Context: an optimization exercise on an open-source flow, tuned for small area, a short achievable clock period and few clock cycles per item. The choices shown serve that exercise and are no tape-out recipe. In this exercise RTL edits were held to simulation tests only and were not proved equivalent to the original. No activity file was given, so power comes from the tool's default toggle rates.

==> flow/design.v, too long to show whole: its modules and the start of the top module <==
// module tag: 2443 lines
// module mxi: 3 lines
// module fa3: 4 lines
// module rsdp_tag: 29 lines
module rsdp_tag (
   input          clk,
   input          rst,
   input          start,
   input          csel,
   input          ssel,
   input  [237:0] b,
   input  [237:0] a,
   input  [135:0] y,
   input  [135:0] x,
   input  [6:0]   e,
   output         ready,
   output         done,
   output [6:0]   u
);
  // ...
==> flow/flow/run.sh <==
#!/bin/bash
# Standard ORFS layout (the standard.sh, unchanged synthesis), except:
# - the port buffers that global placement inserts are buf_1 cells instead of
#   the default delay buffers (every input and output port still gets one);
# - clock tree synthesis uses clkbuf_8 leaf buffers, clusters of up to 16
#   sinks and no dummy loads, which makes a smaller clock tree.
set -euo pipefail
export BUFFER_PORTS_ARGS="-buffer_cell sky130_fd_sc_hd__buf_1"
export CTS_ARGS="-sink_clustering_enable -repair_clock_nets -dont_use_dummy_load -buf_list {sky130_fd_sc_hd__clkbuf_8} -sink_clustering_size 16 -sink_clustering_max_diameter 100"
bash standard.sh > orfs_make.log 2>&1
==> flow/standard.sh <==
#!/bin/bash
# synth_recipe.tcl (not shown) runs the flow's synth.tcl, then flattens the netlist and writes it again
# the make line also repeats each setting of config.mk as NAME=value (left out here)
make -C /OpenROAD-flow-scripts/flow DESIGN_CONFIG=/design/flow/config.mk WORK_HOME=/design/flow/orfs CLKGATE_MAP_FILE= SYNTH_SCRIPT=/design/flow/synth_recipe.tcl "${@:-finish}"
==> flow/config.mk <==
export PLATFORM = sky130hd
export DESIGN_NAME = rsdp_tag
export DESIGN_NICKNAME = rsdp_tag
export VERILOG_FILES = /design/flow/design.v
export SDC_FILE = /design/flow/constraint.sdc
export NUM_CORES = 4
export LEC_CHECK = 0
export CAP_MARGIN = 20
export CORE_MARGIN = 2
export CORE_UTILIZATION = 35
export GPL_ROUTABILITY_DRIVEN = 0
export SETUP_SLACK_MARGIN = 4.95
export SLEW_MARGIN = 20
export SYNTH_HIERARCHICAL = 1
export SYNTH_MINIMUM_KEEP_SIZE = 0
==> flow/constraint.sdc <==
create_clock -name core_clock -period 8.0 [get_ports {clk}]
set_input_delay 1.6000 -clock core_clock [delete_from_list [all_inputs] [get_ports {clk}]]
set_output_delay 1.6000 -clock core_clock [all_outputs]
set_load 0.01 [all_outputs]
==> out/results.ini, run 1 <==
[outcome]
status=timing/DRC/antenna clean

[timing]
setup_slack_ps=4870

[pwr]
p_seq_share_pct=14.3
powerSeq_w=0.00237
top_power_group=combinational logic
p_int_w=0.00868

[cells_and_area]
final_cell_mix=989 x o22ai_1, 765 x buf_1, 279 x dfxtp_1
nNetsFinal=3857
seq_cell_count=297
final-clk-cell-share_pct=1.16
multi_input_gates=1635
ff_latch_area_um2=5970
seq_share_pct=22.8
buf_share_pct=12.5

[die]
start_util_pct=35.2
die_height_um=247

[cts]
cts_max_level=1
root_buffer=clkbuf_8
cts_inserted_buffers=22
clock_latency_ps=600
postCtsSetupRepairBufs=3
cts_resized=162

[yosys]
synthTopCellsByCount=1088 x o22ai_1, 297 x dfxtp_1, 243 x xnor2_1, 231 x fa_1, 109 x inv_1
ys_top_cells_by_area=o22ai_1 33%, dfxtp_1 29%, fa_1 22%
ys_ff_latch=297
ys_types=30
synthFlopType=dfxtp_1

[worst_setup_path]
path_class=in2reg
timing.rr.end=core.ur[6]$_DFF_P_
reg2reg_slack_ps=4890
crit_start=ssel
start_kind=input pin

[global_route]
overflow=0
grt_pass1_vias=20095
use_met2_pct=44.6

[detailed_routing]
wl_per_cell_um=22.2
drt_wl_total_mm=80.6

[min_path]
holdPathEnd=vld[2]$_SDFF_PP0_
worstHoldPathCells=1

Testbench counts, summed over its fixed seeds: cycles 536, tags 512.
==> inputs of run 2 (changes only) <==
--- a/flow/config.mk
+++ b/flow/config.mk
@@ -10,5 +10,5 @@
 export CORE_UTILIZATION = 35
 export GPL_ROUTABILITY_DRIVEN = 0
-export SETUP_SLACK_MARGIN = 4.95
+export SETUP_SLACK_MARGIN = 4.85
 export SLEW_MARGIN = 20
 export SYNTH_HIERARCHICAL = 1
==> out/results.ini, run 2 <==
[outcome]
status=timing/DRC/antenna clean  ; unchanged

[pwr]
power.leakage_nw=8.21  ; was 8.37 nW
power.total_w=0.0150  ; was 0.0166 W
p_per_area_nw_per_um2=588  ; was 633 nW/um^2
ir_drop_mv=1.08  ; was 1.16 mV

[worst_setup_path]
path_class=in2reg  ; unchanged
path_cells=buf_8, clkinvlp_4, buf_12, clkbuf_16, o22ai_1, xnor2_1, o22ai_1, o22ai_1, o22ai_1  ; was clkbuf_8, buf_12, o22ai_2, xnor2_1, o22ai_1, o22ai_1, o22ai_1
cp_slowest_stage_delay_ps=280  ; was 350 ps
required_ps=8450  ; was 8430 ps
arrival_ps=3600  ; was 3560 ps
path_max_fanout=63  ; unchanged
critPathCaptureType=register  ; unchanged
reg2reg_depth=5  ; was 9
timing.rr.end=core.q2_0_0$_DFF_P_  ; was core.ur[6]$_DFF_P_
reg2reg_slack_ps=4900  ; was 4890 ps
cp_common_cell=o22ai_1  ; unchanged
rr_startpoint=core.q1_0_31$_DFF_P_  ; was core.q2_3_0$_DFF_P_
start_kind=input pin  ; unchanged
cp_slowest_cell=o22ai_1  ; was buf_12

[place]
numPortBuffers=767  ; unchanged
dp_hpwl_mm=66.4  ; unchanged

[yosys]
synth_seq_area_share_pct=28.8  ; unchanged
syn_area_per_cell_um2=9.92  ; unchanged
netlist_area_um2=20600  ; unchanged
synth-edff-count=0  ; unchanged
mappedNetlistNets=3084  ; unchanged
ys_ff_latch=297  ; unchanged
ys_types=30  ; unchanged
ys_top_cells_by_area=o22ai_1 33%, dfxtp_1 29%, fa_1 22%  ; unchanged
synthFlopType=dfxtp_1  ; unchanged
postSynthCellCount=2080  ; unchanged
synthTopCellsByCount=1088 x o22ai_1, 297 x dfxtp_1, 243 x xnor2_1, 231 x fa_1, 109 x inv_1  ; unchanged
async_flop_share_pct=0  ; unchanged
synth_top_area_cell=o22ai_1  ; unchanged
synth_top_area_share_pct=33.0  ; unchanged
synth_most_common_cell=o22ai_1  ; unchanged
yosys_warnings=8  ; unchanged

[cells_and_area]
area_growth_pct=24.1  ; was 26.9%
largest_register_ffs=7  ; unchanged
largest-register=core.ur  ; unchanged
reg_top3=core.ur: 7 flops, vld: 3 flops  ; unchanged
mostFrequentLayoutCell=o22ai_1  ; unchanged
final_cell_mix=1009 x o22ai_1, 765 x buf_1, 292 x dfxtp_1  ; was 989 x o22ai_1, 765 x buf_1, 279 x dfxtp_1
drive_above_1_share_pct=5.77  ; was 9.22%
nNetsFinal=3848  ; was 3857

[die]
placementRows=89  ; unchanged
dieArea_um2=60900  ; unchanged
die_height_um=247  ; unchanged
die_w_um=247  ; unchanged
ioPinCount=769  ; unchanged
core_um2=58700  ; unchanged
start_util_pct=35.2  ; unchanged

[detailed_routing]
drt_wl_total_mm=79.5  ; was 80.6 mm
ant_nets=0  ; unchanged
vias=21127  ; was 21.2k
first_pass_iters=5  ; was 6
drc_errors=0  ; unchanged
viasPerCell=5.84  ; was 5.85
wl_per_cell_um=22.0  ; was 22.2 um
drtIter0Drc=1397  ; was 1330

[cts]
clock_latency_ps=610  ; was 600 ps
numClockSinks=297  ; unchanged
cts.clk_slew.worst_paths_ps=110  ; about the same
cts_max_level=1  ; unchanged
root_buffer=clkbuf_8  ; unchanged
cts_inserted_buffers=22  ; unchanged
clockBufferDepth=3  ; unchanged
cts_tree=yes  ; unchanged

[global_route]
grt_max_degree=105  ; unchanged
grt_pass1_vias=19990  ; was 20.1k
antenna_found_initial=5  ; was 4
grt_usage_pct=24.1  ; was 24.3%
overflow=0  ; unchanged
grt_pass1_wl_mm=112  ; was 113 mm

[timing]
layout_min_cycle_time_ps=3150  ; was 3130 ps
finClkSkew_ps=46.2  ; was 46.8 ps
period_share_pct=39.4  ; was 39.1%
setup_tns_ps=0  ; unchanged
fmax_mhz=317  ; was 319 MHz
setup_viol=0  ; unchanged
rsz0062_at_grt=true  ; unchanged
worst_pin_slew_ps=795  ; was 769 ps
slew_headroom_pct=47.0  ; was 48.7%
hold_violations=0  ; unchanged
drv_slew=0  ; unchanged

[min_path]
hold_path.class=reg2reg  ; unchanged
min_from=vld[1]$_SDFF_PP0_  ; unchanged
holdPathEnd=vld[2]$_SDFF_PP0_  ; unchanged
worstHoldPathCells=1  ; unchanged

[job]
maxCapViolations=0  ; unchanged

run 2: how the worst max path moves through the flow:
stage | end | start
floorplan | core.q1_0_0$_DFF_P_ | csel
global placement | core.q1_6_21$_DFF_P_ | ssel
detailed placement | core.q1_5_21$_DFF_P_ | ssel
CTS | core.q1_1_4$_DFF_P_ | ssel
global route | core.q1_5_21$_DFF_P_ | csel
finish | core.q1_4_9$_DFF_P_ | csel
run 2: layout make-up:
class,count,area (um^2)
clock buffers,22,303
repair buffers,779,3130
well taps,773,967
flip-flops and latches,297,5950
diodes,1,2.50
inverters,109,429
fillers,5652,33100
multi-input cells,1635,14800
run 2: kinds of logic after synthesis:
kind of cell / after synthesis / synth area share, %
XOR/XNOR: 243 / 10.3
AO/OA/AOI/OAI: 1118 / 33.9
flip-flops: 297 / 28.8
buffers and inverters: 148 / 3.00
adder cells (fa/ha/maj): 244 / 23.2
AND/OR/NAND/NOR: 29 / 0.740
other: 1 / 0.0182
run 2: repair_timing:
action / 4_1_cts / 5_1_grt
cloned: 0 / 2
setup buffers: 0 / 1
hold buffers: 0 / 0
pin swaps: 2 / 17
resized for setup: 77 / 102
endpoints found under the setup margin: 247 / 248
run 2: critical path, delay by kind of cell:
kind	cells	cell delay [ps]
AOI/OAI and AO/OA	4	820
xor gates and xnor gates	1	190
buffers and inverters	4	890
run 2: metal layers:
layer	vias up	global-route usage [%]	wire length, um
met1	10288	31.1	33700
met3	83	2.00	3810
li1	9930	-	-
met4	0	3.12	1140
met2	826	44.5	40900
met5	-	0	0
run 2: power by group:
part | internal, W | leakage, nW | total [W] | switching [W]
combinational | 0.00547 | 5.55 | 0.0120 | 0.00650
clock | 0.000247 | 0.158 | 0.000719 | 0.000471
sequential | 0.00210 | 2.50 | 0.00236 | 0.000257
run 2: Yosys stat by module, one instance, submodules excluded:
module | copies in the design | flip-flops and latches | cells inside | area, um^2
rsdp_tag | 1 | 3 | 8 | 90.1
tag | 1 | 294 | 753 | 9120
mxi | 1088 | 0 | 1 | 6.26
fa3 | 231 | 0 | 1 | 20.0
run 2: metrics by stage:
stage / hold slack [ps] / setup slack, ps / utilization (%) / std cells / instance area [um^2]
final: 450 / 4850 / 43.6 / 3616 / 25600
after global routing: 472 / 4830 / 43.6 / 3616 / 25600
after CTS: 458 / 4770 / 42.7 / 3612 / 25100
after detailed placement: 432 / 3430 / 41.5 / 3590 / 24400
after global placement: 429 / 3540 / 41.5 / 3590 / 24400
after floorplan: 414 / 3070 / - / 2080 / 20600
==> inputs of run 3 (changes only) <==
--- a/flow/config.mk
+++ b/flow/config.mk
@@ -10,4 +10,5 @@
 export CORE_UTILIZATION = 35
 export GPL_ROUTABILITY_DRIVEN = 0
+export PLACE_DENSITY = 0.7
 export SETUP_SLACK_MARGIN = 4.85
 export SLEW_MARGIN = 20
==> out/results.ini, run 3 <==
[timing]
period_share_pct=40.7  ; was 39.4%
drv_slew=0  ; unchanged
fmax_mhz=307  ; was 317 MHz
setup_viol=0  ; unchanged
setup_tns_ps=0  ; unchanged
layout_min_cycle_time_ps=3260  ; was 3150 ps
worst_pin_slew_ps=896  ; was 795 ps
holdWs_ps=451  ; was 450 ps
slew_headroom_pct=40.3  ; was 47.0%
hold_violations=0  ; unchanged
rsz0062_at_grt=true  ; unchanged
finClkSkew_ps=61.0  ; was 46.2 ps

[worst_setup_path]
path_class=in2reg  ; unchanged
arrival_ps=3800  ; was 3600 ps
required_ps=8540  ; was 8450 ps
start_kind=input pin  ; unchanged
path_max_fanout=60  ; was 63
critPathCaptureType=register  ; unchanged

[die]
die_height_um=247  ; unchanged
ioPinCount=769  ; unchanged
die_w_um=247  ; unchanged
start_util_pct=35.2  ; unchanged
dieArea_um2=60900  ; unchanged
placementRows=89  ; unchanged
core_um2=58700  ; unchanged

[global_route]
grt_pass1_vias=19043  ; was 20.0k
antenna_found_initial=13  ; was 5
grt_pass1_wl_mm=111  ; was 112 mm
grt_max_degree=118  ; was 105
overflow=0  ; unchanged
grt_usage_pct=24.3  ; was 24.1%

[yosys]
synthTopCellsByCount=1088 x o22ai_1, 297 x dfxtp_1, 243 x xnor2_1, 231 x fa_1, 109 x inv_1  ; unchanged
ys_top_cells_by_area=o22ai_1 33%, dfxtp_1 29%, fa_1 22%  ; unchanged
synth_most_common_cell=o22ai_1  ; unchanged
mappedNetlistNets=3084  ; unchanged
yosys_warnings=8  ; unchanged
ys_types=30  ; unchanged
ys_ff_latch=297  ; unchanged
async_flop_share_pct=0  ; unchanged
netlist_area_um2=20600  ; unchanged
synth_top_area_cell=o22ai_1  ; unchanged
synth_seq_area_share_pct=28.8  ; unchanged
postSynthCellCount=2080  ; unchanged
synth_top_area_share_pct=33.0  ; unchanged
synth-edff-count=0  ; unchanged
synthFlopType=dfxtp_1  ; unchanged
syn_area_per_cell_um2=9.92  ; unchanged

[cts]
numClockSinks=297  ; unchanged
clockBufferDepth=3  ; unchanged
hold_buffers=0  ; unchanged
cts_max_level=1  ; unchanged
cts_inserted_buffers=22  ; unchanged
cts.clk_slew.worst_paths_ps=110  ; about the same
clock_latency_ps=610  ; about the same
cts_tree=yes  ; unchanged
root_buffer=clkbuf_8  ; unchanged

[detailed_routing]
vias=20726  ; was 21.1k
drc_errors=0  ; unchanged
viasPerCell=5.71  ; was 5.84
drt_wl_total_mm=79.7  ; was 79.5 mm
ant_nets=0  ; unchanged
drtIter0Drc=1566  ; was 1397
first_pass_iters=5  ; unchanged
wl_per_cell_um=22.0  ; about the same

[cells_and_area]
reg_top3=core.ur: 7 flops, vld: 3 flops  ; unchanged
nNetsFinal=3848  ; unchanged
largest-register=core.ur  ; unchanged
drive_above_1_share_pct=4.79  ; was 5.77%
largest_register_ffs=7  ; unchanged
area_growth_pct=22.7  ; was 24.1%
fill_cells=5711  ; was 5652
final_cell_mix=1049 x o22ai_1, 765 x buf_1, 288 x dfxtp_1  ; was 1009 x o22ai_1, 765 x buf_1, 292 x dfxtp_1
mostFrequentLayoutCell=o22ai_1  ; unchanged

[job]
maxCapViolations=0  ; unchanged

[min_path]
hold_path.class=reg2reg  ; unchanged

[outcome]
status=timing/DRC/antenna clean  ; unchanged

[place]
numPortBuffers=767  ; unchanged
dp_hpwl_mm=66.7  ; was 66.4 mm

[pwr]
p_per_area_nw_per_um2=596  ; was 588 nW/um^2
power.leakage_nw=8.09  ; was 8.21 nW
ir_drop_mv=0.988  ; was 1.08 mV

-- run 3: cell counts after synthesis --
Identical to the previous run, type by type.
-- run 3: final timing paths --
kind,slack (ps),to,start,cells past startpoint
setup / recovery,4740,core.q1_0_20$_DFF_P_,ssel,8
hold reg to reg,450,vld[1]$_SDFF_PP0_,vld[0]$_SDFF_PP0_,1
hold / removal,450,vld[1]$_SDFF_PP0_,vld[0]$_SDFF_PP0_,1
setup reg to reg,4890,core.ur[4]$_DFF_P_,core.q2_4_1$_DFF_P_,8
-- run 3: critical path: stages --
cell and delay [ps]:
clkbuf_4 300, inv_16 160, buf_16 230, o22ai_1 550
inv_1 250, o22ai_1 280, o22ai_1 150, o22ai_1 190
-- run 3: repair_timing --
item | 4_1_cts | 5_1_grt
gates cloned | 1 | 1
buffers inserted | 1 | 1
resized for setup | 84 | 50
endpoints found under the hold margin | 0 | 0
setup endpoints to repair | 243 | 244
pin swaps | 19 | 18
-- run 3: routing by layer --
layer | part of all wire, % | GRT usage, % | vias to the layer above
met2 | 49 | 41.2 | 905
met3 | 7.3 | 4.70 | 117
li1 | - | - | 9930
met4 | 3.4 | 8.50 | 4
met1 | 41 | 30.9 | 9770
met5 | 0.030 | 0 | -
-- run 3: per-stage QoR --
stage                     instances  instance area [um^2]  setup WS [ps]  total power (W)  utilization [%]
after floorplan                2080                 20600           3070          0.00983                -
after global placement         3589                 24400           3450           0.0124             41.5
after detailed placement       3589                 24400           3370           0.0126             41.5
after global routing           3626                 25300           4640           0.0164             43.1
after CTS                      3613                 25000           4790           0.0143             42.7
final                          3627                 25300           4740           0.0151             43.1
-- run 3: logic make-up (layout without fill, tap and decap cells) --
kind of cell,count (synthesis),in the layout,synth area share (%)
other cells,1,13,0.0182
buf+inv,148,910,3.00
xor+xnor,243,243,10.3
flops,297,297,28.8
fa+ha+maj,244,244,23.2
simple gates,29,29,0.740
compound gates,1118,1118,33.9
-- run 3: layout make-up --
type / count / area (um^2) / area share [%]
Multi-Input combinational cell: 1635 / 14500 / 57.5
Sequential cell: 297 / 5960 / 23.5
Timing Repair Buffer: 778 / 3080 / 12.2
Tap cell: 773 / 967 / 3.82
Inverter: 109 / 429 / 1.69
Clock buffer: 22 / 303 / 1.20
Antenna cell: 12 / 30.0 / 0.119
Timing Repair inverter: 1 / 5.00 / 0.0198
-- run 3: per-module statistics from Yosys (local to each module, per instance) --
module / area, um^2 / flip-flops and latches / times used / cells
fa3: 20.0 / 0 / 231 / 1
mxi: 6.26 / 0 / 1088 / 1
rsdp_tag: 90.1 / 3 / 1 / 8
tag: 9120 / 294 / 1 / 753
-- run 3: power by group --
group          leakage [nW]  total (W)  switching [W]  internal, W
Sequential             2.50    0.00237       0.000268      0.00210
Clock                 0.158   0.000724       0.000476     0.000248
Combinational          5.43     0.0120        0.00648      0.00550
==> inputs of run 4 (changes only) <==
--- a/flow/config.mk
+++ b/flow/config.mk
@@ -9,6 +9,4 @@
 export CORE_MARGIN = 2
 export CORE_UTILIZATION = 35
-export GPL_ROUTABILITY_DRIVEN = 0
-export PLACE_DENSITY = 0.7
 export SETUP_SLACK_MARGIN = 4.85
 export SLEW_MARGIN = 20
==> out/results.ini, run 4 <==
[outcome]
status=timing/DRC/antenna clean  ; unchanged

[cts]
clockBufferDepth=3  ; unchanged
numClockSinks=297  ; unchanged
hold_buffers=0  ; unchanged
cts_inserted_buffers=22  ; unchanged
root_buffer=clkbuf_8  ; unchanged
cts.clk_slew.worst_paths_ps=110  ; about the same
clock_latency_ps=580  ; was 610 ps
cts_max_level=1  ; unchanged
cts_tree=yes  ; unchanged

[yosys]
ys_top_cells_by_area=o22ai_1 33%, dfxtp_1 29%, fa_1 22%  ; unchanged
mappedNetlistNets=3084  ; unchanged
ys_types=30  ; unchanged
netlist_area_um2=20600  ; unchanged
async_flop_share_pct=0  ; unchanged
synthTopCellsByCount=1088 x o22ai_1, 297 x dfxtp_1, 243 x xnor2_1, 231 x fa_1, 109 x inv_1  ; unchanged
syn_area_per_cell_um2=9.92  ; unchanged
synth_top_area_cell=o22ai_1  ; unchanged
postSynthCellCount=2080  ; unchanged
synth_most_common_cell=o22ai_1  ; unchanged
synth-edff-count=0  ; unchanged
synth_seq_area_share_pct=28.8  ; unchanged
ys_ff_latch=297  ; unchanged
yosys_warnings=8  ; unchanged
synth_top_area_share_pct=33.0  ; unchanged
synthFlopType=dfxtp_1  ; unchanged

[detailed_routing]
dr_wl_met3_mm=4.14  ; was 5.82 mm
wl_per_cell_um=22.9  ; was 22.0 um
viasPerCell=5.83  ; was 5.71
first_pass_iters=5  ; unchanged
drc_errors=0  ; unchanged
ant_nets=0  ; unchanged
vias=21160  ; was 20.7k
wl_met1_mm=34.8  ; was 32.4 mm
drtIter0Drc=1329  ; was 1566
drt_wl_total_mm=82.9  ; was 79.7 mm
route.met2.wl_mm=42.5  ; was 38.8 mm
dr.max_layer_used=met4  ; was met5

[worst_setup_path]
path_max_fanout=66  ; was 60
crit_start=ssel  ; unchanged
reg2reg_slack_ps=4870  ; was 4890 ps
cp_slowest_cell=buf_12  ; was o22ai_1
path_cells=buf_6, buf_12, o22ai_4, xnor2_1, o22ai_1, o22ai_1, o22ai_1  ; was clkbuf_4, inv_16, buf_16, o22ai_1, inv_1, o22ai_1, o22ai_1, o22ai_1
reg2reg_depth=5  ; was 8
critPathCaptureType=register  ; unchanged
rr_startpoint=core.q1_3_2$_DFF_P_  ; was core.q2_4_1$_DFF_P_
crit_family=compound AO/OA/AOI/OAI gates  ; unchanged
arrival_ps=3630  ; was 3800 ps
cp_common_cell=o22ai_1  ; unchanged
crit_buf_inv=2  ; was 4
timing.rr.end=core.q2_3_3$_DFF_P_  ; was core.ur[4]$_DFF_P_
required_ps=8430  ; was 8540 ps
cp_slowest_stage_delay_ps=360  ; was 550 ps
path_class=in2reg  ; unchanged
start_kind=input pin  ; unchanged

[cells_and_area]
mostFrequentLayoutCell=o22ai_1  ; unchanged
largest_register_ffs=7  ; unchanged
area_growth_pct=26.7  ; was 22.7%
stdcell_count=3628  ; was 3627
ff_latch_area_um2=5950  ; was 5960 um^2
fill_cells=5619  ; was 5711
nNetsFinal=3856  ; was 3848
final_cell_mix=980 x o22ai_1, 765 x buf_1, 296 x dfxtp_1  ; was 1049 x o22ai_1, 765 x buf_1, 288 x dfxtp_1
multi_input_area_um2=15200  ; was 14500 um^2
largest-register=core.ur  ; unchanged
drive_above_1_share_pct=7.26  ; was 4.79%
reg_top3=core.ur: 7 flops, vld: 3 flops  ; unchanged

[place]
placed_cells=3590  ; was 3589
dp_hpwl_mm=67.9  ; was 66.7 mm
numPortBuffers=767  ; unchanged
gp_congestion=0.922

[timing]
setup_tns_ps=0  ; unchanged
rsz0062_at_grt=true  ; unchanged
finClkSkew_ps=35.0  ; was 61.0 ps
hold_violations=0  ; unchanged
drv_slew=0  ; unchanged
worst_pin_slew_ps=781  ; was 896 ps
holdWs_ps=457  ; was 451 ps
slew_headroom_pct=47.9  ; was 40.3%
period_share_pct=40.0  ; was 40.7%
setup_viol=0  ; unchanged
fmax_mhz=312  ; was 307 MHz
layout_min_cycle_time_ps=3200  ; was 3260 ps

[min_path]
holdPathEnd=vld[1]$_SDFF_PP0_  ; unchanged
worstHoldPathCells=1  ; unchanged
min_from=vld[0]$_SDFF_PP0_  ; unchanged
hold_path.class=reg2reg  ; unchanged

[die]
core_um2=58700  ; unchanged
dieArea_um2=60900  ; unchanged
placementRows=89  ; unchanged
die_w_um=247  ; unchanged
ioPinCount=769  ; unchanged
start_util_pct=35.2  ; unchanged
die_height_um=247  ; unchanged

[global_route]
grt_pass1_wl_mm=117  ; was 111 mm
grt_max_degree=99  ; was 118
grt_usage_pct=25.1  ; was 24.3%
overflow=0  ; unchanged
antenna_found_initial=5  ; was 13
grt_pass1_vias=20149  ; was 19.0k

[job]
maxCapViolations=0  ; unchanged

[pwr]
ir_drop_mv=0.955  ; was 0.988 mV
p_per_area_nw_per_um2=585  ; was 596 nW/um^2
power.total_w=0.0153  ; was 0.0151 W
power.leakage_nw=8.41  ; was 8.09 nW

run 4: final cells by class:
cell class / count / area share (%)
tap: 773 / 3.70
inverter: 109 / 1.68
sequential: 297 / 22.7
antenna: 5 / 0.0478
clock buffer: 22 / 1.16
timing repair inverter: 1 / 0.0431
timing repair buffer: 786 / 12.5
multi-input combinational: 1635 / 58.2
run 4: how the worst max path moves through the flow:
| stage | to | slack [ps] | cells after the start |
|---|---|---|---|
| after global routing | core.q2_3_3$_DFF_P_ | 4790 | 5 |
| after global placement | core.q1_5_18$_DFF_P_ | 3440 | 9 |
| final | core.q1_4_31$_DFF_P_ | 4800 | 7 |
| after detailed placement | core.q1_5_23$_DFF_P_ | 3250 | 9 |
| after floorplan | core.q1_0_0$_DFF_P_ | 3070 | 6 |
| after CTS | core.q1_4_21$_DFF_P_ | 4730 | 8 |
run 4: report_power, final:
group / total, W / internal (W) / switching, W / leakage [nW]
Combinational: 0.0122 / 0.00561 / 0.00663 / 5.75
Sequential: 0.00235 / 0.00210 / 0.000251 / 2.50
Clock: 0.000717 / 0.000248 / 0.000470 / 0.158
Total: 0.0153 / 0.00796 / 0.00735 / 8.41
run 4: per-module statistics from Yosys (local to each module, per instance):
module / flops+latches / cells
mxi: 0 / 1
rsdp_tag: 3 / 8
tag: 294 / 753
fa3: 0 / 1
run 4: logic make-up after synthesis:
logic type                 Yosys count  synth area share (%)
xor gates and xnor gates           243                  10.3
and+or+nand+nor                     29                 0.740
AOI/OAI and AO/OA                 1118                  33.9
adders and majority gates          244                  23.2
other                                1                0.0182
DFF                                297                  28.8
buffers and inverters              148                  3.00
run 4: repair_timing:
item / CTS / global route
gates cloned: 2 / 3
setup buffers: 0 / 6
setup endpoints to repair: 248 / 249
pin swaps: 3 / 18
resized for setup: 85 / 152
run 4: layer usage:
layer | global-route usage, % | vias to the layer above
met5 | 0 | -
met4 | 3.92 | 0
met3 | 2.51 | 81
met2 | 46.1 | 814
met1 | 32.4 | 10306
li1 | - | 9959
run 4: worst register-to-register path, cell delays in order, from the launching register on:
cell and delay (ps):
dfxtp_2 340, fa_2 620, fa_1 460, fa_1 590, fa_1 460, fa_1 530
run 4: per-stage QoR:
step	worst slack, ps	instance area [um^2]	util, %
4_1_cts	4730	25200	42.9
3_5_place_dp	3250	24400	41.5
3_3_place_gp	3440	24400	41.5
5_1_grt	4790	26200	44.6
6_report	4800	26200	44.6
2_1_floorplan	3070	20600	-
==> inputs of run 5 (changes only) <==
--- a/flow/config.mk
+++ b/flow/config.mk
@@ -8,5 +8,6 @@
 export CAP_MARGIN = 20
 export CORE_MARGIN = 2
-export CORE_UTILIZATION = 35
+export CORE_UTILIZATION = 39
+export GPL_ROUTABILITY_DRIVEN = 0
 export SETUP_SLACK_MARGIN = 4.85
 export SLEW_MARGIN = 20
==> out/results.ini, run 5 <==
[outcome]
status=timing/DRC/antenna clean  ; unchanged

[cells_and_area]
mostFrequentLayoutCell=o22ai_1  ; unchanged
drive_above_1_share_pct=4.64  ; was 7.26%
multi_input_area_um2=14600  ; was 15200 um^2
largest_register_ffs=7  ; unchanged
fin_util_pct=48.2  ; was 44.6%
area_growth_pct=22.5  ; was 26.7%
nNetsFinal=3851  ; was 3856
largest-register=core.ur  ; unchanged
stdcell_count=3535  ; was 3628
reg_top3=core.ur: 7 flops, vld: 3 flops  ; unchanged
ff_latch_area_um2=5950  ; unchanged
final_area_um2=25300  ; was 26200 um^2
fill_cells=4974  ; was 5619
final_cell_mix=1034 x o22ai_1, 765 x buf_1, 296 x dfxtp_1  ; was 980 x o22ai_1, 765 x buf_1, 296 x dfxtp_1

[timing]
finClkSkew_ps=24.6  ; was 35.0 ps
hold_violations=0  ; unchanged
fmax_mhz=307  ; was 312 MHz
worst_pin_slew_ps=875  ; was 781 ps
layout_min_cycle_time_ps=3250  ; was 3200 ps
setup_tns_ps=0  ; unchanged
slew_headroom_pct=41.7  ; was 47.9%
setup_slack_ps=4750  ; was 4800 ps
rsz0062_at_grt=true  ; unchanged
drv_slew=0  ; unchanged
period_share_pct=40.7  ; was 40.0%
setup_viol=0  ; unchanged

[pwr]
p_per_area_nw_per_um2=579  ; was 585 nW/um^2
power.leakage_nw=8.20  ; was 8.41 nW
ir_drop_mv=1.15  ; was 0.955 mV

[global_route]
grt_pass1_vias=19869  ; was 20.1k
antenna_found_initial=7  ; was 5
overflow=0  ; unchanged
grt_max_degree=118  ; was 99
grt_pass1_wl_mm=112  ; was 117 mm
grt_usage_pct=26.7  ; was 25.1%

[yosys]
yosys_warnings=8  ; unchanged
netlist_area_um2=20600  ; unchanged
synthTopCellsByCount=1088 x o22ai_1, 297 x dfxtp_1, 243 x xnor2_1, 231 x fa_1, 109 x inv_1  ; unchanged
synth_most_common_cell=o22ai_1  ; unchanged
synth_seq_area_share_pct=28.8  ; unchanged
ys_ff_latch=297  ; unchanged
ys_types=30  ; unchanged
synth-edff-count=0  ; unchanged
synthFlopType=dfxtp_1  ; unchanged
mappedNetlistNets=3084  ; unchanged
synth_top_area_cell=o22ai_1  ; unchanged
ys_top_cells_by_area=o22ai_1 33%, dfxtp_1 29%, fa_1 22%  ; unchanged
syn_area_per_cell_um2=9.92  ; unchanged
synth_top_area_share_pct=33.0  ; unchanged
async_flop_share_pct=0  ; unchanged
postSynthCellCount=2080  ; unchanged

[job]
maxCapViolations=0  ; unchanged

[detailed_routing]
first_pass_iters=6  ; was 5
drc_errors=0  ; unchanged
drtIter0Drc=1437  ; was 1329
drt_wl_total_mm=78.7  ; was 82.9 mm
route.met2.wl_mm=39.8  ; was 42.5 mm
ant_nets=0  ; unchanged
wl_per_cell_um=22.3  ; was 22.9 um
dr.max_layer_used=met5  ; was met4
wl_met1_mm=32.9  ; was 34.8 mm
viasPerCell=5.98  ; was 5.83
dr_wl_met3_mm=4.79  ; was 4.14 mm
vias=21134  ; was 21.2k

[die]
core_um2=52400  ; was 58700 um^2
die_w_um=234  ; was 247 um
start_util_pct=39.4  ; was 35.2%
die_height_um=234  ; was 247 um
ioPinCount=769  ; unchanged
dieArea_um2=54800  ; was 60900 um^2
placementRows=84  ; was 89

[cts]
hold_buffers=0  ; unchanged
cts_max_level=1  ; unchanged
cts_tree=yes  ; unchanged
root_buffer=clkbuf_8  ; unchanged
clock_latency_ps=580  ; about the same
cts.clk_slew.worst_paths_ps=100  ; was 110 ps
numClockSinks=297  ; unchanged
cts_inserted_buffers=22  ; unchanged
clockBufferDepth=3  ; unchanged

[place]
dpl_cell_area_um2=24200  ; was 24400 um^2
place_ws_ps=3180  ; was 3250 ps
placed_cells=3503  ; was 3590
numPortBuffers=767  ; unchanged
dp_hpwl_mm=65.3  ; was 67.9 mm

[worst_setup_path]
path_max_fanout=66  ; unchanged
critPathCaptureType=register  ; unchanged
arrival_ps=3680  ; was 3630 ps
required_ps=8430  ; about the same
path_class=in2reg  ; unchanged
start_kind=input pin  ; unchanged

[min_path]
hold_path.class=reg2reg  ; unchanged

run 5: cell counts after synthesis:
Identical to the previous run, type by type.
run 5: final timing paths:
check	startpoint	endpoint	slack [ps]	cells past startpoint
setup / recovery	ssel	core.q1_1_15$_DFF_P_	4750	7
hold / removal	vld[1]$_SDFF_PP0_	vld[2]$_SDFF_PP0_	450	1
setup reg to reg	core.q1_2_13$_DFF_P_	core.q2_3_3$_DFF_P_	4890	5
hold reg to reg	vld[1]$_SDFF_PP0_	vld[2]$_SDFF_PP0_	450	1
run 5: routing by layer:
layer	up-vias	GRT usage (%)
met5	-	0
met4	10	3.26
met3	93	3.36
met2	870	48.5
met1	10221	34.7
li1	9940	-
run 5: cell type report:
type / instances / share of cell area, %
Clock buffer: 22 / 1.20
Timing Repair Buffer: 781 / 12.3
Sequential cell: 297 / 23.5
Antenna cell: 2 / 0.0198
Multi-Input combinational cell: 1635 / 57.8
Tap cell: 688 / 3.41
Timing Repair inverter: 1 / 0.0198
Inverter: 109 / 1.68
run 5: cell families (layout without fill, tap and decap cells):
logic type      Yosys count  in the layout  synth area share, %
fa+ha+maj               244            244                 23.2
compound gates         1118           1118                 33.9
flops                   297            297                 28.8
simple gates             29             29                0.740
other cells               1              3               0.0182
xor+xnor                243            243                 10.3
buf+inv                 148            913                 3.00
run 5: repair_timing:
action	CTS	global route
endpoints found under the setup margin	247	232
pin swaps	3	5
resized for setup	53	70
gates cloned	1	2
setup buffers	2	3
run 5: Yosys stat by module, one instance, submodules excluded:
module	cells	times used
fa3	1	231
tag	753	1
mxi	1	1088
rsdp_tag	8	1
run 5: metrics by stage:
step	hold WS, ps	power (W)
finish	450	0.0146
global route	475	0.0158
CTS	456	0.0139
detailed placement	439	0.0127
global placement	429	0.0124
floorplan	414	0.00983
run 5: critical path, cell delays in order:
cell and delay, ps:
clkbuf_4 170, buf_8 210, o22ai_1 700, xnor2_1 230
o22ai_1 150, o22ai_1 380, o22ai_1 140
run 5: power by group:
part / switching [W] / leakage, nW / internal, W / total [W]
registers: 0.000247 / 2.50 / 0.00210 / 0.00235
logic: 0.00636 / 5.54 / 0.00523 / 0.0116
clock network: 0.000463 / 0.158 / 0.000248 / 0.000711
==> inputs of run 6 (changes only) <==
==> flow/config.mk (replaced) <==
export PLATFORM = sky130hd
export DESIGN_NAME = rsdp_tag
export DESIGN_NICKNAME = rsdp_tag
export VERILOG_FILES = /design/flow/design.v
export SDC_FILE = /design/flow/constraint.sdc
export NUM_CORES = 4
export LEC_CHECK = 0
export CAP_MARGIN = 0
export CORE_MARGIN = 2
export CORE_UTILIZATION = 35
export SETUP_SLACK_MARGIN = 4.7
export SLEW_MARGIN = 0
export SYNTH_HIERARCHICAL = 1
export SYNTH_MINIMUM_KEEP_SIZE = 0
==> out/results.ini, run 6 <==
[timing]
setup_viol=0  ; unchanged
period_share_pct=40.6  ; was 40.7%
fmax_mhz=308  ; was 307 MHz
worst_pin_slew_ps=843  ; was 875 ps
hold_violations=0  ; unchanged
slew_headroom_pct=43.8  ; was 41.7%
finClkSkew_ps=36.0  ; was 24.6 ps
setup_slack_ps=4750  ; about the same
drv_slew=0  ; unchanged
setup_tns_ps=0  ; unchanged
layout_min_cycle_time_ps=3250  ; about the same
rsz0062_at_grt=false  ; was true

[detailed_routing]
first_pass_iters=6  ; unchanged
drc_errors=0  ; unchanged
viasPerCell=5.81  ; was 5.98
vias=21042  ; was 21.1k
drt_wl_total_mm=81.8  ; was 78.7 mm
ant_nets=0  ; unchanged
drtIter0Drc=1377  ; was 1437
wl_per_cell_um=22.6  ; was 22.3 um

[cts]
cts_tree=yes  ; unchanged
numClockSinks=297  ; unchanged
clock_latency_ps=580  ; about the same
cts_max_level=1  ; unchanged
root_buffer=clkbuf_8  ; unchanged
clockBufferDepth=3  ; unchanged
cts_inserted_buffers=22  ; unchanged
cts.clk_slew.worst_paths_ps=110  ; was 100 ps
hold_buffers=0  ; unchanged

[cells_and_area]
drive_above_1_share_pct=4.53  ; was 4.64%
stdcell_count=3623  ; was 3535
nNetsFinal=3852  ; was 3851
final_area_um2=25600  ; was 25300 um^2
reg_top3=core.ur: 7 flops, vld: 3 flops  ; unchanged
largest_register_ffs=7  ; unchanged
largest-register=core.ur  ; unchanged
mostFrequentLayoutCell=o22ai_1  ; unchanged
final_cell_mix=1015 x o22ai_1, 765 x buf_1, 297 x dfxtp_1  ; was 1034 x o22ai_1, 765 x buf_1, 296 x dfxtp_1
area_growth_pct=24.2  ; was 22.5%

[worst_setup_path]
path_class=in2reg  ; unchanged
reg2reg_depth=5  ; unchanged
arrival_ps=3740  ; was 3680 ps
rr_startpoint=core.q1_0_31$_DFF_P_  ; was core.q1_2_13$_DFF_P_
required_ps=8490  ; was 8430 ps
path_max_fanout=72  ; was 66
critPathCaptureType=register  ; unchanged
crit_start=ssel  ; unchanged
start_kind=input pin  ; unchanged

[die]
dieArea_um2=60900  ; was 54800 um^2
die_height_um=247  ; was 234 um
die_w_um=247  ; was 234 um
placementRows=89  ; was 84
start_util_pct=35.2  ; was 39.4%
ioPinCount=769  ; unchanged
core_um2=58700  ; was 52400 um^2

[yosys]
synthXorXnorAreaFrac_pct=10.3  ; unchanged
ys_types=30  ; unchanged
synth_top_area_cell=o22ai_1  ; unchanged
synth_seq_area_share_pct=28.8  ; unchanged
synthTopCellsByCount=1088 x o22ai_1, 297 x dfxtp_1, 243 x xnor2_1, 231 x fa_1, 109 x inv_1  ; unchanged
syn_area_per_cell_um2=9.92  ; unchanged
yosys_warnings=8  ; unchanged
synthAdderAreaFrac_pct=23.2  ; unchanged
synth_simple_gate_area_share_pct=0.740  ; unchanged
synthFlopType=dfxtp_1  ; unchanged
synth_most_common_cell=o22ai_1  ; unchanged
synth_top_family_by_area=compound AO/OA/AOI/OAI gates  ; unchanged
postSynthCellCount=2080  ; unchanged
ys_ff_latch=297  ; unchanged
synthMuxAreaShare_pct=0  ; unchanged
ys_top_cells_by_area=o22ai_1 33%, dfxtp_1 29%, fa_1 22%  ; unchanged
synth-edff-count=0  ; unchanged
synth-compound-area-share_pct=33.9  ; unchanged
netlist_area_um2=20600  ; unchanged
async_flop_share_pct=0  ; unchanged
synth_top_area_share_pct=33.0  ; unchanged
mappedNetlistNets=3084  ; unchanged

[global_route]
grt_pass1_wl_mm=115  ; was 112 mm
antenna_found_initial=4  ; was 7
grt_max_degree=99  ; was 118
overflow=0  ; unchanged
grt_pass1_vias=20047  ; was 19.9k
grt_usage_pct=24.9  ; was 26.7%

[place]
numPortBuffers=767  ; unchanged
place_ws_ps=3250  ; was 3180 ps
dpl_cell_area_um2=24400  ; was 24200 um^2
placed_cells=3590  ; was 3503
gp_congestion=0.922
dp_hpwl_mm=67.9  ; was 65.3 mm

[pwr]
switching_share_pct=49.4  ; was 48.3%
comb_power_share_pct=78.4  ; was 79.1%
power.leakage_nw=8.25  ; was 8.20 nW
p_per_area_nw_per_um2=555  ; was 579 nW/um^2
power.switching_w=0.00703  ; was 0.00707 W
ir_drop_mv=0.911  ; was 1.15 mV
power_frac_clock_pct=5.0  ; was 4.9%
power.total_w=0.0142  ; was 0.0146 W
p_seq_share_pct=16.5  ; was 16.0%
p_int_w=0.00720  ; was 0.00758 W

[min_path]
worstHoldPathCells=1  ; unchanged
min_from=vld[0]$_SDFF_PP0_  ; was vld[1]$_SDFF_PP0_
hold_path.class=reg2reg  ; unchanged

[job]
maxCapViolations=0  ; unchanged

[outcome]
status=timing/DRC/antenna clean  ; unchanged

-- run 6: cell counts after synthesis --
No cell type changed its count.
-- run 6: metrics by stage --
step	hold WS [ps]	utilization, %
2_1_floorplan	414	-
3_3_place_gp	431	41.5
3_5_place_dp	443	41.5
4_1_cts	464	42.3
5_1_grt	468	43.7
6_report	456	43.7
-- run 6: layer usage --
| layer | vias up | part of all wire, % | global-route usage (%) | wire [um] |
|---|---|---|---|---|
| met3 | 90 | 4.9 | 2.47 | 4010 |
| met5 | - | 0 | 0 | 0 |
| met4 | 0 | 2.0 | 3.90 | 1610 |
| met1 | 10217 | 42 | 32.0 | 34600 |
| met2 | 785 | 51 | 45.7 | 41600 |
| li1 | 9950 | - | - | - |
-- run 6: final timing paths --
path	endpoint	slack, ps
worst max-delay path	core.q1_5_16$_DFF_P_	4750
worst min-delay path	vld[1]$_SDFF_PP0_	460
worst max register to register	core.q2_0_0$_DFF_P_	4820
worst min register to register	vld[1]$_SDFF_PP0_	460
-- run 6: power groups by stage --
stage	Sequential [W]	Clock [W]	Combinational (W)
2_1_floorplan	0.00231	0	0.00752
3_3_place_gp	0.00239	0	0.0105
3_5_place_dp	0.00239	0	0.0106
4_1_cts	0.00236	0.000755	0.0107
5_1_grt	0.00240	0.000804	0.0124
6_report	0.00235	0.000717	0.0112
-- run 6: cells by family after synthesis --
kind of cell | count (synthesis)
adders and majority gates | 244
xor gates and xnor gates | 243
AOI/OAI and AO/OA | 1118
and+or+nand+nor | 29
buffers and inverters | 148
other | 1
DFF | 297
-- run 6: area by class of cell --
class / instances / area (um^2)
Sequential cell: 297 / 5950
Fill cell: 5695 / 33000
Inverter: 109 / 429
Antenna cell: 4 / 10.0
Multi-Input combinational cell: 1635 / 14800
Timing Repair Buffer: 783 / 3220
Tap cell: 773 / 967
Clock buffer: 22 / 303
-- run 6: repair_timing --
action	4_1_cts	5_1_grt
pin swaps	0	3
gates cloned	1	3
buffers inserted	0	3
gates resized for setup	25	123
endpoints found under the setup margin	239	243
-- run 6: worst max-delay path, stage by stage --
cell       delay [ps]
clkbuf_4          280
inv_16            140
clkbuf_16         370
o22ai_2           370
inv_1             190
o22ai_1           240
o22ai_1           140
o22ai_1           230
-- run 6: per-module statistics from Yosys (local to each module, per instance) --
module	copies in the design	flip-flops and latches	cell area [um^2]
fa3	231	0	20.0
tag	1	294	9120
mxi	1088	0	6.26
rsdp_tag	1	3	90.1
==> inputs of run 7 (changes only) <==
==> flow/flow/run.sh (replaced) <==
#!/bin/bash
# Standard ORFS layout (the standard.sh, unchanged synthesis), except:
# - the port buffers that global placement inserts are buf_1 cells instead of
#   the default delay buffers (every input and output port still gets one);
# - clock tree synthesis uses clkbuf_8 leaf buffers, clusters of up to 24
#   sinks and no dummy loads, which makes a smaller clock tree.
set -euo pipefail
export BUFFER_PORTS_ARGS="-buffer_cell sky130_fd_sc_hd__buf_1"
export CTS_ARGS="-sink_clustering_enable -repair_clock_nets -dont_use_dummy_load -buf_list {sky130_fd_sc_hd__clkbuf_8} -sink_clustering_size 24 -sink_clustering_max_diameter 50"
bash standard.sh > orfs_make.log 2>&1
--- a/flow/config.mk
+++ b/flow/config.mk
@@ -6,9 +6,10 @@
 export NUM_CORES = 4
 export LEC_CHECK = 0
-export CAP_MARGIN = 0
+export CAP_MARGIN = 20
 export CORE_MARGIN = 2
 export CORE_UTILIZATION = 35
-export SETUP_SLACK_MARGIN = 4.7
-export SLEW_MARGIN = 0
+export GPL_ROUTABILITY_DRIVEN = 0
+export SETUP_SLACK_MARGIN = 4.85
+export SLEW_MARGIN = 20
 export SYNTH_HIERARCHICAL = 1
 export SYNTH_MINIMUM_KEEP_SIZE = 0
==> out/results.ini, run 7 <==
[outcome]
status=timing/DRC/antenna clean  ; unchanged

[yosys]
async_flop_share_pct=0  ; unchanged
ys_types=30  ; unchanged
synthTopCellsByCount=1088 x o22ai_1, 297 x dfxtp_1, 243 x xnor2_1, 231 x fa_1, 109 x inv_1  ; unchanged
yosys_warnings=8  ; unchanged
netlist_area_um2=20600  ; unchanged
syn_area_per_cell_um2=9.92  ; unchanged
synthFlopType=dfxtp_1  ; unchanged
synth_top_area_cell=o22ai_1  ; unchanged
synth_most_common_cell=o22ai_1  ; unchanged
ys_ff_latch=297  ; unchanged
postSynthCellCount=2080  ; unchanged
synth-edff-count=0  ; unchanged
synth_seq_area_share_pct=28.8  ; unchanged
synth_top_area_share_pct=33.0  ; unchanged
ys_top_cells_by_area=o22ai_1 33%, dfxtp_1 29%, fa_1 22%  ; unchanged
mappedNetlistNets=3084  ; unchanged

[cts]
cts_max_level=1  ; unchanged
clockBufferDepth=3  ; unchanged
clock_latency_ps=680  ; was 580 ps
postCtsSetupRepairBufs=0  ; unchanged
hold_buffers=0  ; unchanged
cts.clk_slew.worst_paths_ps=90  ; was 110 ps
cts_tree=yes  ; unchanged
numClockSinks=297  ; unchanged
cts_inserted_buffers=31  ; was 22
root_buffer=clkbuf_8  ; unchanged

[timing]
slew_headroom_pct=46.8  ; was 43.8%
setup_viol=0  ; unchanged
fmax_mhz=314  ; was 308 MHz
hold_violations=0  ; unchanged
worst_pin_slew_ps=798  ; was 843 ps
setup_slack_ps=4810  ; was 4750 ps
layout_min_cycle_time_ps=3190  ; was 3250 ps
finClkSkew_ps=112  ; was 36.0 ps
rsz0062_at_grt=true  ; was false
period_share_pct=39.8  ; was 40.6%
setup_tns_ps=0  ; unchanged
drv_slew=0  ; unchanged

[die]
start_util_pct=35.2  ; unchanged
placementRows=89  ; unchanged
dieArea_um2=60900  ; unchanged
die_height_um=247  ; unchanged
ioPinCount=769  ; unchanged
die_w_um=247  ; unchanged
core_um2=58700  ; unchanged

[detailed_routing]
viasPerCell=5.84  ; was 5.81
drtIter0Drc=1512  ; was 1377
drt_wl_total_mm=79.1  ; was 81.8 mm
first_pass_iters=5  ; was 6
drc_errors=0  ; unchanged
vias=21177  ; was 21.0k
ant_nets=0  ; unchanged
wl_per_cell_um=21.8  ; was 22.6 um

[cells_and_area]
nNetsFinal=3856  ; was 3852
fill_cells=5641  ; was 5695
drive_above_1_share_pct=5.65  ; was 4.53%
final_cell_mix=1022 x o22ai_1, 765 x buf_1, 294 x dfxtp_1  ; was 1015 x o22ai_1, 765 x buf_1, 297 x dfxtp_1
area_growth_pct=24.0  ; was 24.2%
stdcell_count=3625  ; was 3623
fin_util_pct=43.6  ; was 43.7%
mostFrequentLayoutCell=o22ai_1  ; unchanged
reg_top3=core.ur: 7 flops, vld: 3 flops  ; unchanged
largest-register=core.ur  ; unchanged
largest_register_ffs=7  ; unchanged

[worst_setup_path]
start_kind=input pin  ; unchanged
arrival_ps=3660  ; was 3740 ps
required_ps=8470  ; was 8490 ps
critPathCaptureType=register  ; unchanged
cp_slowest_stage_delay_ps=460  ; was 370 ps
crit_buf_inv=3  ; was 4
path_class=in2reg  ; unchanged
crit_family=compound AO/OA/AOI/OAI gates  ; was buffers and inverters
cp_slowest_cell=o22ai_2  ; was clkbuf_16
path_cells=buf_6, inv_16, buf_16, o22ai_2, xnor2_1, o22ai_1, o22ai_1, o22ai_1  ; was clkbuf_4, inv_16, clkbuf_16, o22ai_2, inv_1, o22ai_1, o22ai_1, o22ai_1
path_max_fanout=70  ; was 72
cp_common_cell=o22ai_1  ; unchanged

[pwr]
ir_drop_mv=1.57  ; was 0.911 mV
power.total_w=0.0146  ; was 0.0142 W
power.leakage_nw=8.23  ; was 8.25 nW
p_per_area_nw_per_um2=568  ; was 555 nW/um^2

[global_route]
grt_max_degree=105  ; was 99
grt_pass1_wl_mm=111  ; was 115 mm
overflow=0  ; unchanged
grt_usage_pct=23.9  ; was 24.9%
antenna_found_initial=4  ; unchanged
grt_pass1_vias=20056  ; was 20.0k

[place]
placed_cells=3590  ; unchanged
place_ws_ps=3430  ; was 3250 ps
dp_hpwl_mm=66.4  ; was 67.9 mm
numPortBuffers=767  ; unchanged

[job]
maxCapViolations=0  ; unchanged

[min_path]
hold_path.class=reg2reg  ; unchanged

==> run 7: cell counts after synthesis <==
Identical to the previous run, type by type.
==> run 7: timing repair <==
action	in CTS	in global routing
setup endpoints to repair	248	251
pin swaps	3	20
cloned	0	2
resized for setup	61	98
==> run 7: worst reg2reg max path, cell delays in order (launching register included) <==
cell,delay [ps]
dfxtp_1,380
fa_1,500
fa_1,530
fa_1,590
fa_1,460
fa_1,480
==> run 7: layout make-up <==
cell class,instances,area [um^2],share of cell area [%]
Antenna cell,2,5.00,0.0196
Sequential cell,297,5950,23.2
Timing Repair Buffer,778,3120,12.2
Multi-Input combinational cell,1635,14700,57.4
Clock buffer,31,427,1.67
Tap cell,773,967,3.78
Inverter,109,429,1.68
==> run 7: metal layers <==
metal | up-vias | share of wire [%] | track usage [%]
met5 | - | 0 | 0
met4 | 0 | 1.7 | 3.49
met3 | 93 | 5.2 | 2.57
met2 | 893 | 51 | 44.2
met1 | 10235 | 42 | 30.5
li1 | 9956 | - | -
==> run 7: through the flow <==
step | hold WS (ps) | cell area (um^2)
after floorplan | 414 | 20600
after global placement | 429 | 24400
after detailed placement | 432 | 24400
after CTS | 442 | 25000
after global routing | 461 | 25600
final | 433 | 25600
==> run 7: final timing paths <==
kind,to,slack [ps],start,depth (start not counted)
min reg2reg,vld[2]$_SDFF_PP0_,430,vld[1]$_SDFF_PP0_,1
min,vld[2]$_SDFF_PP0_,430,vld[1]$_SDFF_PP0_,1
max reg2reg,core.q2_4_3$_DFF_P_,4900,core.q1_3_22$_DFF_P_,5
max,core.q1_5_9$_DFF_P_,4810,ssel,8
==> run 7: per-module statistics from Yosys (local to each module, per instance) <==
module    times used  flops+latches
mxi             1088              0
rsdp_tag           1              3
fa3              231              0
tag                1            294
==> run 7: cells by family after synthesis <==
family	count (synthesis)	synth area share, %
xor gates and xnor gates	243	10.3
other	1	0.0182
DFF	297	28.8
buffers and inverters	148	3.00
AOI/OAI and AO/OA	1118	33.9
and+or+nand+nor	29	0.740
adders and majority gates	244	23.2
==> run 7: power breakdown <==
group,total (W),switching [W],internal (W)
registers,0.00236,0.000259,0.00210
clock network,0.000816,0.000476,0.000340
logic,0.0114,0.00627,0.00511
total,0.0146,0.00700,0.00755

## re-timing with driven ports
The results above use ideal ports. As a check the final layouts listed here were re-extracted and re-timed, cells and wires unchanged.
Step 1, drivers: a clkbuf_16 drives clk and a buf_2 each remaining input, both assumed.
Step 2 also shifts input and output timing later by t, the mid clock arrival at the registers, as if the neighbouring blocks saw the same clock.
a / b / c = ideal / step 1 / step 2; a / b = the first two.
run | shift t [ns] | slack for setup (ns) | worst register clock-pin slew, ns | worst slew at a driven data input, ns
run 1 | 0.633 | 4.869 / 4.889 / 4.256 | 0.12 / 0.12 | 0.15
run 2 | 0.639 | 4.848 / 4.852 / 4.213 | 0.12 / 0.12 | 0.12
run 3 | 0.635 | 4.742 / 4.773 / 4.139 | 0.11 / 0.11 | 0.15
run 4 | 0.623 | 4.797 / 4.816 / 4.193 | 0.11 / 0.11 | 0.15
run 5 | 0.623 | 4.748 / 4.751 / 4.128 | 0.11 / 0.11 | 0.16
run 6 | 0.623 | 4.751 / 4.786 / 4.163 | 0.11 / 0.11 | 0.15
run 7 | 0.676 | 4.813 / 4.828 / 4.152 | 0.11 / 0.11 | 0.13
After both steps every run listed still meets setup and hold. The setup slack of run 7, which loses most, moves by +0.015 ns with the drivers and by -0.661 ns with both steps.
